This is an optimization exercise on Yosys and OpenROAD, whose aim is small area and a short achievable clock period, not a production implementation.
Where RTL was checked, it was by simulation tests only, not by an equivalence proof against the original.

== v38 ==
==> flow/design.v <==
module Xoroshiro128StarStar (
      output [31:0] io_prngHigh,
      output [31:0] io_prngLow,
      input   io_next,
      input   clk,
      input   reset);
  reg [63:0] a0_r;
  wire [63:0] a0 = a0_r ^ 64'h21002100000001;
  reg [63:0] at_r;
  wire [63:0] at = at_r ^ 64'h2001000100000401;
  reg c5_r;
  wire c5 = c5_r ^ 1'h0;
  reg [63:0] q_r;
  wire [63:0] q = q_r ^ 64'h282800280;
  reg [31:0] rlo_r;
  wire [31:0] rlo = rlo_r ^ 32'h1680;
  reg c9_r;
  wire c9 = c9_r ^ 1'h0;
  reg [34:0] qh_r;
  wire [34:0] qh = qh_r ^ 35'h0;
  reg [63:0] out_r;
  wire [63:0] out = out_r ^ 64'h0;
  wire [63:0] a0_ = {a0[39:0], a0[63:40]} ^ at ^ (at << 16);
  wire [63:0] at_ = a0_ ^ {at[26:0], at[63:27]};
  wire [32:0] c5s = {1'b0, a0_[31:0]} + {1'b0, a0_[29:0], 2'b00};
  wire c5_ = c5s[32];
  wire [31:0] m5lo = a0[31:0] + {a0[29:0], 2'b00};
  wire [32:0] m5hs = {a0[63:32], 1'b1} + {a0[61:30], c5};
  wire [31:0] m5hi = m5hs[32:1];
  wire [63:0] m5 = {m5hi, m5lo};
  wire [63:0] q_ = {m5[56:0], m5[63:57]};
  wire [32:0] r9 = {1'b0, q[31:0]} + {1'b0, q[28:0], 3'b000};
  wire [32:0] ohs = {qh[34:3], 1'b1} + {qh[31:0], c9};
  wire [31:0] ohi = ohs[32:1];
  assign io_prngHigh = out[63:32];
  assign io_prngLow = out[31:0];
  always @ (posedge clk or posedge reset) begin
    if (reset) begin
      a0_r <= 64'h0;
      at_r <= 64'h0;
      c5_r <= 1'h0;
      q_r <= 64'h0;
      rlo_r <= 32'h0;
      c9_r <= 1'h0;
      qh_r <= 35'h0;
      out_r <= 64'h0;
    end else if (io_next) begin
      a0_r <= a0_ ^ 64'h21002100000001;
      at_r <= at_ ^ 64'h2001000100000401;
      c5_r <= c5_ ^ 1'h0;
      q_r <= q_ ^ 64'h282800280;
      rlo_r <= r9[31:0] ^ 32'h1680;
      c9_r <= r9[32] ^ 1'h0;
      qh_r <= q[63:29] ^ 35'h0;
      out_r <= {ohi, rlo} ^ 64'h0;
    end
  end
endmodule
clock: 5.0 ns
lec_check: 0
cap_margin: 20
core_margin: 2
core_utilization: 40
setup_slack_margin: 2.9
slew_margin: 20
standard.sh (not shown) runs the stock make flow with config.mk's settings and CLKGATE_MAP_FILE= SYNTH_SCRIPT=/design/flow/synth_recipe.tcl, a recipe that flattens the netlist after the stock synthesis.
==> flow/flow/run.sh <==
#!/bin/bash
# Own layout flow: the standard synthesis, then the combinational logic between
# the registers is mapped again by ABC for delay (registers, their names and cells are
# kept as the standard synthesis made them), then the standard ORFS flow from floorplan.
# Each tool's full output goes to a log file in the work folder.
set -euo pipefail
WORK=$(pwd)
FLOWDIR=$WORK/flow
R=$WORK/orfs/results/$FLOW_PLATFORM/Xoroshiro128StarStar/base
PLAT=$FLOW_HOME/platforms/$FLOW_PLATFORM
LIB=$PLAT/lib/sky130_fd_sc_hd__tt_025C_1v80.lib
YOSYS=$(command -v yosys || echo "$FLOW_HOME/../tools/install/yosys/bin/yosys")
D=${ABC_DELAY_PS:-1000}

bash standard.sh synth > "$WORK/log_1_standard_synth.log" 2>&1
cp "$R/1_2_yosys.v" "$WORK/standard_synth.v"

DU=$(sed -n '/DONT_USE_CELLS +=/,/^#/p' "$PLAT/config.mk" | grep -o 'sky130_fd_sc_hd__[a-z0-9_]*' | sed 's/^/-dont_use /' | tr '\n' ' ')
printf 'set_driving_cell sky130_fd_sc_hd__buf_1\nset_load 5\n' > "$WORK/abc.constr"
sed "s/@D@/$D/g" "$FLOWDIR/abc_delay.script" > "$WORK/abc_delay.script"
cat > "$WORK/remap.ys" <<EOY
read_liberty -ignore_miss_func $LIB
delete sky130_fd_sc_hd__dfrtp_* sky130_fd_sc_hd__dfstp_* sky130_fd_sc_hd__conb_1
read_verilog $FLOWDIR/stubs.v
read_verilog $WORK/standard_synth.v
hierarchy -top $FLOW_TOP
flatten
delete t:\\\$scopeinfo
opt_clean
abc -script $WORK/abc_delay.script -liberty $LIB $DU -constr $WORK/abc.constr -D $D
read_liberty -lib -overwrite $LIB
opt_clean -purge
hilomap -singleton -hicell sky130_fd_sc_hd__conb_1 HI -locell sky130_fd_sc_hd__conb_1 LO
splitnets
opt_clean -purge
rename -hide w:*.*
check -assert -mapped
stat -liberty $LIB
write_verilog -noattr -noexpr -nohex -nodec $WORK/remapped.v
EOY
"$YOSYS" -l "$WORK/log_2_remap_yosys.log" "$WORK/remap.ys" > /dev/null
cp "$WORK/remapped.v" "$R/1_2_yosys.v"
rm -f "$R/1_synth.odb" "$R/1_synth.sdc"
bash standard.sh > "$WORK/log_3_standard_flow.log" 2>&1
Other scripts of this flow, unchanged in this note and not shown: flow/flow/abc_delay.script, flow/flow/stubs.v
v38 went all the way through the flow, and no timing, DRC or antenna check failed.
The inputs of v23 differ from those of v38 as listed below.
==> flow/design.v <==
module Xoroshiro128StarStar (
      output [31:0] io_prngHigh,
      output [31:0] io_prngLow,
      input   io_next,
      input   clk,
      input   reset);
  reg [63:0] a0;
  reg [63:0] at;
  reg c5;
  reg [63:0] q;
  reg [31:0] rlo;
  reg c9;
  reg [34:0] qh;
  reg [63:0] out;
  wire [63:0] a0_ = {a0[39:0], a0[63:40]} ^ at ^ (at << 16);
  wire [63:0] at_ = a0_ ^ {at[26:0], at[63:27]};
  wire [32:0] c5s = {1'b0, a0_[31:0]} + {1'b0, a0_[29:0], 2'b00};
  wire c5_ = c5s[32];
  wire [31:0] m5lo = a0[31:0] + {a0[29:0], 2'b00};
  wire [32:0] m5hs = {a0[63:32], 1'b1} + {a0[61:30], c5};
  wire [31:0] m5hi = m5hs[32:1];
  wire [63:0] m5 = {m5hi, m5lo};
  wire [63:0] q_ = {m5[56:0], m5[63:57]};
  wire [32:0] r9 = {1'b0, q[31:0]} + {1'b0, q[28:0], 3'b000};
  wire [32:0] ohs = {qh[34:3], 1'b1} + {qh[31:0], c9};
  wire [31:0] ohi = ohs[32:1];
  assign io_prngHigh = out[63:32];
  assign io_prngLow = out[31:0];
  always @ (posedge clk or posedge reset) begin
    if (reset) begin
      a0 <= 64'h0021002100000001;
      at <= 64'h2001000100000401;
      c5 <= 1'b0;
      q <= 64'h0000000282800280;
      rlo <= 32'h1680;
      c9 <= 1'b0;
      qh <= 35'h0;
      out <= 64'h0000000000000000;
    end else if (io_next) begin
      a0 <= a0_;
      at <= at_;
      c5 <= c5_;
      q <= q_;
      rlo <= r9[31:0];
      c9 <= r9[32];
      qh <= q[63:29];
      out <= {ohi, rlo};
    end
  end
endmodule
Timing, DRC, antenna: 0 failures across v23 and v38
Changes observed in v23 relative to v38: number of clock sinks seen by CTS held steady, final cycle utilization of the critical path -2.4 points.
v23 vs. v38: total via count after detailed routing rose by about 5%; combined area of the multi-input logic cells now sits lower; total wirelength of the detailed-routed design went up 850 um.
Measured against each other, v23 and v38 differ in fraction of area in registers, the lower figure coming from v38.
Summary — core utilization, v23 relative to v38: lower, by 4.1 points.
Delta (v23 minus v38): floorplan die height now larger; final global-route overflow total comparable.
No run of this note included a check of the RTL's function; only the layout flow was run.

---

Another version of the RTL of Xoroshiro128StarStar (not shown whole).
Size: about 3000 cells after synthesis, about 67 I/O pins, roughly 0.021 mm^2 of cells after synthesis.
==> flow/design.v (excerpt) <==
module Xoroshiro128StarStar (
      output [31:0] io_prngHigh,
      output [31:0] io_prngLow,
      input   io_next,
      input   clk,
      input   reset);
  reg [63:0] a0_r;
  wire [63:0] a0 = a0_r ^ 64'h21002100000001;
  reg [63:0] at_r;
  wire [63:0] at = at_r ^ 64'h2001000100000401;
  reg c16_r;
  wire c16 = c16_r ^ 1'h0;
  reg g1_r;
  wire g1 = g1_r ^ 1'h0;
  reg p1_r;
  wire p1 = p1_r ^ 1'h0;
  reg g2_r;
  wire g2 = g2_r ^ 1'h0;
  reg p2_r;
  wire p2 = p2_r ^ 1'h0;
  reg [63:0] q_r;
  wire [63:0] q = q_r ^ 64'h282800280;
  reg [31:0] rlo_r;
  wire [31:0] rlo = rlo_r ^ 32'h1680;
  reg c9_r;
  wire c9 = c9_r ^ 1'h0;
  reg h2_r;
  wire h2 = h2_r ^ 1'h0;
  reg k2_r;
  wire k2 = k2_r ^ 1'h0;
  reg [34:0] qh_r;
  wire [34:0] qh = qh_r ^ 35'h0;
  reg [63:0] out_r;
  wire [63:0] out = out_r ^ 64'h0;
  wire [63:0] a0_ = {a0[39:0], a0[63:40]} ^ at ^ (at << 16);
  wire [63:0] at_ = a0_ ^ {at[26:0], at[63:27]};
  wire [63:0] a4_ = a0_ << 2;
  wire [16:0] s0x = {1'b0, a0_[15:0]} + {1'b0, a4_[15:0]};
  wire [16:0] s1x = {1'b0, a0_[31:16]} + {1'b0, a4_[31:16]};
  wire [16:0] s2x = {1'b0, a0_[47:32]} + {1'b0, a4_[47:32]};
  wire n_c16 = s0x[16];
  wire n_g1 = s1x[16];
  wire n_p1 = &(a0_[31:16] ^ a4_[31:16]);
  wire n_g2 = s2x[16];
  wire n_p2 = &(a0_[47:32] ^ a4_[47:32]);
  wire [63:0] a4 = a0 << 2;
  wire c32 = g1 | (p1 & c16);
  wire c48 = g2 | (p2 & g1) | (p2 & p1 & c16);
  wire [15:0] m0 = a0[15:0] + a4[15:0];
  wire [16:0] m1 = {a0[31:16], 1'b1} + {a4[31:16], c16};
  wire [16:0] m2 = {a0[47:32], 1'b1} + {a4[47:32], c32};
  wire [16:0] m3 = {a0[63:48], 1'b1} + {a4[63:48], c48};
  wire [63:0] m5 = {m3[16:1], m2[16:1], m1[16:1], m0};
  wire [63:0] q_ = {m5[56:0], m5[63:57]};
  wire [63:0] q8 = q << 3;
  wire [32:0] r9 = {1'b0, q[31:0]} + {1'b0, q8[31:0]};
  wire [16:0] r2 = {1'b0, q[47:32]} + {1'b0, q8[47:32]};
  wire n_h2 = r2[16];
  wire n_k2 = &(q[47:32] ^ q8[47:32]);
  wire [34:0] qh8 = qh << 3;
  wire c948 = h2 | (k2 & c9);
  wire [16:0] o2s = {qh[18:3], 1'b1} + {qh8[18:3], c9};
  wire [16:0] o3s = {qh[34:19], 1'b1} + {qh8[34:19], c948};
  wire [15:0] o2 = o2s[16:1];
  wire [15:0] o3 = o3s[16:1];
  assign io_prngHigh = out[63:32];
  assign io_prngLow = out[31:0];
  always @ (posedge clk or posedge reset) begin
  ...
==> module Xoroshiro128StarStar, before the edit <==
module Xoroshiro128StarStar (
      output [31:0] io_prngHigh,
      output [31:0] io_prngLow,
      input   io_next,
      input   clk,
      input   reset);
  reg [63:0] a0_r;
  wire [63:0] a0 = a0_r ^ 64'h21002100000001;
  reg [63:0] at_r;
  wire [63:0] at = at_r ^ 64'h2001000100000401;
  reg c16_r;
  wire c16 = c16_r ^ 1'h0;
  reg g1_r;
  wire g1 = g1_r ^ 1'h0;
  reg p1_r;
  wire p1 = p1_r ^ 1'h0;
  reg g2_r;
  wire g2 = g2_r ^ 1'h0;
  reg p2_r;
  wire p2 = p2_r ^ 1'h0;
  reg [63:0] q_r;
  wire [63:0] q = q_r ^ 64'h282800280;
  reg [31:0] rlo_r;
  wire [31:0] rlo = rlo_r ^ 32'h1680;
  reg c9_r;
  wire c9 = c9_r ^ 1'h0;
  reg h2_r;
  wire h2 = h2_r ^ 1'h0;
  reg k2_r;
  wire k2 = k2_r ^ 1'h0;
  reg [34:0] qh_r;
  wire [34:0] qh = qh_r ^ 35'h0;
  reg [63:0] out_r;
  wire [63:0] out = out_r ^ 64'h0;
  wire [63:0] a0_ = {a0[39:0], a0[63:40]} ^ at ^ (at << 16);
  wire [63:0] at_ = a0_ ^ {at[26:0], at[63:27]};
  wire [63:0] a4_ = a0_ << 2;
  wire [16:0] s0x = {1'b0, a0_[15:0]} + {1'b0, a4_[15:0]};
  wire [16:0] s1x = {1'b0, a0_[31:16]} + {1'b0, a4_[31:16]};
  wire [16:0] s2x = {1'b0, a0_[47:32]} + {1'b0, a4_[47:32]};
  wire n_c16 = s0x[16];
  wire n_g1 = s1x[16];
  wire n_p1 = &(a0_[31:16] ^ a4_[31:16]);
  wire n_g2 = s2x[16];
  wire n_p2 = &(a0_[47:32] ^ a4_[47:32]);
  wire [63:0] a4 = a0 << 2;
  wire c32 = g1 | (p1 & c16);
  wire c48 = g2 | (p2 & g1) | (p2 & p1 & c16);
  wire [15:0] m0 = a0[15:0] + a4[15:0];
  wire [16:0] m1 = {a0[31:16], 1'b1} + {a4[31:16], c16};
  wire [16:0] m2 = {a0[47:32], 1'b1} + {a4[47:32], c32};
  wire [16:0] m3 = {a0[63:48], 1'b1} + {a4[63:48], c48};
  wire [63:0] m5 = {m3[16:1], m2[16:1], m1[16:1], m0};
  wire [63:0] q_ = {m5[56:0], m5[63:57]};
  wire [63:0] q8 = q << 3;
  wire [32:0] r9 = {1'b0, q[31:0]} + {1'b0, q8[31:0]};
  wire [16:0] r2 = {1'b0, q[47:32]} + {1'b0, q8[47:32]};
  wire n_h2 = r2[16];
  wire n_k2 = &(q[47:32] ^ q8[47:32]);
  wire [34:0] qh8 = qh << 3;
  wire c948 = h2 | (k2 & c9);
  wire [16:0] o2s = {qh[18:3], 1'b1} + {qh8[18:3], c9};
  wire [16:0] o3s = {qh[34:19], 1'b1} + {qh8[34:19], c948};
  wire [15:0] o2 = o2s[16:1];
  wire [15:0] o3 = o3s[16:1];
  assign io_prngHigh = out[63:32];
  assign io_prngLow = out[31:0];
  always @ (posedge clk or posedge reset) begin
    if (reset) begin
      a0_r <= 64'h0;
      at_r <= 64'h0;
      c16_r <= 1'h0;
      g1_r <= 1'h0;
      p1_r <= 1'h0;
      g2_r <= 1'h0;
      p2_r <= 1'h0;
      q_r <= 64'h0;
      rlo_r <= 32'h0;
      c9_r <= 1'h0;
      h2_r <= 1'h0;
      k2_r <= 1'h0;
      qh_r <= 35'h0;
      out_r <= 64'h0;
    end else if (io_next) begin
      a0_r <= a0_ ^ 64'h21002100000001;
      at_r <= at_ ^ 64'h2001000100000401;
      c16_r <= n_c16 ^ 1'h0;
      g1_r <= n_g1 ^ 1'h0;
      p1_r <= n_p1 ^ 1'h0;
      g2_r <= n_g2 ^ 1'h0;
      p2_r <= n_p2 ^ 1'h0;
      q_r <= q_ ^ 64'h282800280;
      rlo_r <= r9[31:0] ^ 32'h1680;
      c9_r <= r9[32] ^ 1'h0;
      h2_r <= n_h2 ^ 1'h0;
      k2_r <= n_k2 ^ 1'h0;
      qh_r <= q[63:29] ^ 35'h0;
      out_r <= {o3, o2, rlo} ^ 64'h0;
    end
  end
endmodule
export LEC_CHECK = 0
export CAP_MARGIN = 20
export CORE_MARGIN = 2
export CORE_UTILIZATION = 40
export CTS_CLUSTER_DIAMETER = 60
export CTS_CLUSTER_SIZE = 20
export SETUP_SLACK_MARGIN = 2.9
export SLEW_MARGIN = 20
create_clock -name core_clock -period 5.0 [get_ports {clk}]
==> flow/flow/abc_delay.script <==
strash
dch
map -D @D@
buffer
upsize -D @D@
dnsize -D @D@
==> flow/flow/stubs.v <==
(* blackbox *) module sky130_fd_sc_hd__dfrtp_1 (output Q, input CLK, input D, input RESET_B); endmodule
(* blackbox *) module sky130_fd_sc_hd__dfrtp_2 (output Q, input CLK, input D, input RESET_B); endmodule
(* blackbox *) module sky130_fd_sc_hd__dfrtp_4 (output Q, input CLK, input D, input RESET_B); endmodule
(* blackbox *) module sky130_fd_sc_hd__dfstp_1 (output Q, input CLK, input D, input SET_B); endmodule
(* blackbox *) module sky130_fd_sc_hd__dfstp_2 (output Q, input CLK, input D, input SET_B); endmodule
(* blackbox *) module sky130_fd_sc_hd__dfstp_4 (output Q, input CLK, input D, input SET_B); endmodule
(* blackbox *) module sky130_fd_sc_hd__conb_1 (output HI, output LO); endmodule
Scripts as last shown in full above: flow/flow/run.sh
The starting point went through all stages and came out clean.
Edit:
--- a/flow/design.v
+++ b/flow/design.v
@@ -21,18 +21,14 @@
   reg [63:0] q_r;
   wire [63:0] q = q_r ^ 64'h282800280;
   reg [31:0] rlo_r;
   wire [31:0] rlo = rlo_r ^ 32'h1680;
   reg c9_r;
   wire c9 = c9_r ^ 1'h0;
-  reg h2_r;
-  wire h2 = h2_r ^ 1'h0;
-  reg k2_r;
-  wire k2 = k2_r ^ 1'h0;
-  reg [34:0] qh_r;
-  wire [34:0] qh = qh_r ^ 35'h0;
+  reg [31:0] hi0_r;
+  wire [31:0] hi0 = hi0_r ^ 32'h0;
   reg [63:0] out_r;
   wire [63:0] out = out_r ^ 64'h0;
   wire [63:0] a0_ = {a0[39:0], a0[63:40]} ^ at ^ (at << 16);
   wire [63:0] at_ = a0_ ^ {at[26:0], at[63:27]};
   wire [63:0] a4_ = a0_ << 2;
   wire [16:0] s0x = {1'b0, a0_[15:0]} + {1'b0, a4_[15:0]};
@@ -51,21 +47,14 @@
   wire [16:0] m2 = {a0[47:32], 1'b1} + {a4[47:32], c32};
   wire [16:0] m3 = {a0[63:48], 1'b1} + {a4[63:48], c48};
   wire [63:0] m5 = {m3[16:1], m2[16:1], m1[16:1], m0};
   wire [63:0] q_ = {m5[56:0], m5[63:57]};
   wire [63:0] q8 = q << 3;
   wire [32:0] r9 = {1'b0, q[31:0]} + {1'b0, q8[31:0]};
-  wire [16:0] r2 = {1'b0, q[47:32]} + {1'b0, q8[47:32]};
-  wire n_h2 = r2[16];
-  wire n_k2 = &(q[47:32] ^ q8[47:32]);
-  wire [34:0] qh8 = qh << 3;
-  wire c948 = h2 | (k2 & c9);
-  wire [16:0] o2s = {qh[18:3], 1'b1} + {qh8[18:3], c9};
-  wire [16:0] o3s = {qh[34:19], 1'b1} + {qh8[34:19], c948};
-  wire [15:0] o2 = o2s[16:1];
-  wire [15:0] o3 = o3s[16:1];
+  wire [31:0] s9 = q[63:32] + q8[63:32];
+  wire [31:0] ohi = hi0 + {31'b0, c9};
   assign io_prngHigh = out[63:32];
   assign io_prngLow = out[31:0];
   always @ (posedge clk or posedge reset) begin
     if (reset) begin
       a0_r <= 64'h0;
       at_r <= 64'h0;
@@ -74,28 +63,24 @@
       p1_r <= 1'h0;
       g2_r <= 1'h0;
       p2_r <= 1'h0;
       q_r <= 64'h0;
       rlo_r <= 32'h0;
       c9_r <= 1'h0;
-      h2_r <= 1'h0;
-      k2_r <= 1'h0;
-      qh_r <= 35'h0;
+      hi0_r <= 32'h0;
       out_r <= 64'h0;
     end else if (io_next) begin
       a0_r <= a0_ ^ 64'h21002100000001;
       at_r <= at_ ^ 64'h2001000100000401;
       c16_r <= n_c16 ^ 1'h0;
       g1_r <= n_g1 ^ 1'h0;
       p1_r <= n_p1 ^ 1'h0;
       g2_r <= n_g2 ^ 1'h0;
       p2_r <= n_p2 ^ 1'h0;
       q_r <= q_ ^ 64'h282800280;
       rlo_r <= r9[31:0] ^ 32'h1680;
       c9_r <= r9[32] ^ 1'h0;
-      h2_r <= n_h2 ^ 1'h0;
-      k2_r <= n_k2 ^ 1'h0;
-      qh_r <= q[63:29] ^ 35'h0;
-      out_r <= {o3, o2, rlo} ^ 64'h0;
+      hi0_r <= s9[31:0] ^ 32'h0;
+      out_r <= {ohi, rlo} ^ 64'h0;
     end
   end
 endmodule
The new run ran to the end with no violations.
First-iteration DRC count is lower by 7.0%.
Final cell count climbs by 3.7%.
Design area rises by 5.9%.
Setup slack gets worse by 0.065 ns.
Register-to-register slack degrades by 0.17 ns.
Area after synthesis increases by 2.3%.
Global-route usage fell by 1.0 points.
Via count grows by 3.3%.
For the second run of this note, only the layout was checked, not whether the RTL still works.

[re-timing with driven ports]
Ports are ideal in the flow. The routed layouts listed here were re-timed in OpenROAD.
Step 1, drivers: a clkbuf_16 drives clk and a buf_2 each remaining input, both assumed.
Step 2 moves the port delays by t, midway between the first and last clock arrival at a register: inputs arrive t later, outputs are due t later. That takes back most of the time a late clock gives input paths.
Three values: ideal ports, drivers, drivers and shift; two values: the first two.
run	t, ns	slack for setup (ns)	clock arrival spread, ns	worst slew at a driven data input, ns	cell pins on the clock port's net
v38	0.621	2.655 / 2.655 / 2.342	0.019 / 0.019	0.06	1
v23	0.629	2.778 / 2.778 / 2.336	0.029 / 0.029	0.06	1
the first run of note 2	0.626	2.848 / 2.788 / 2.354	0.022 / 0.022	0.25	1
the second run of note 2	0.627	2.782 / 2.782 / 2.176	0.029 / 0.029	0.15	1
After both steps setup and hold are still met in every run listed. For the second run of note 2, which loses most, drivers alone change the setup slack by 0.000 ns; drivers and shift together by -0.606 ns.
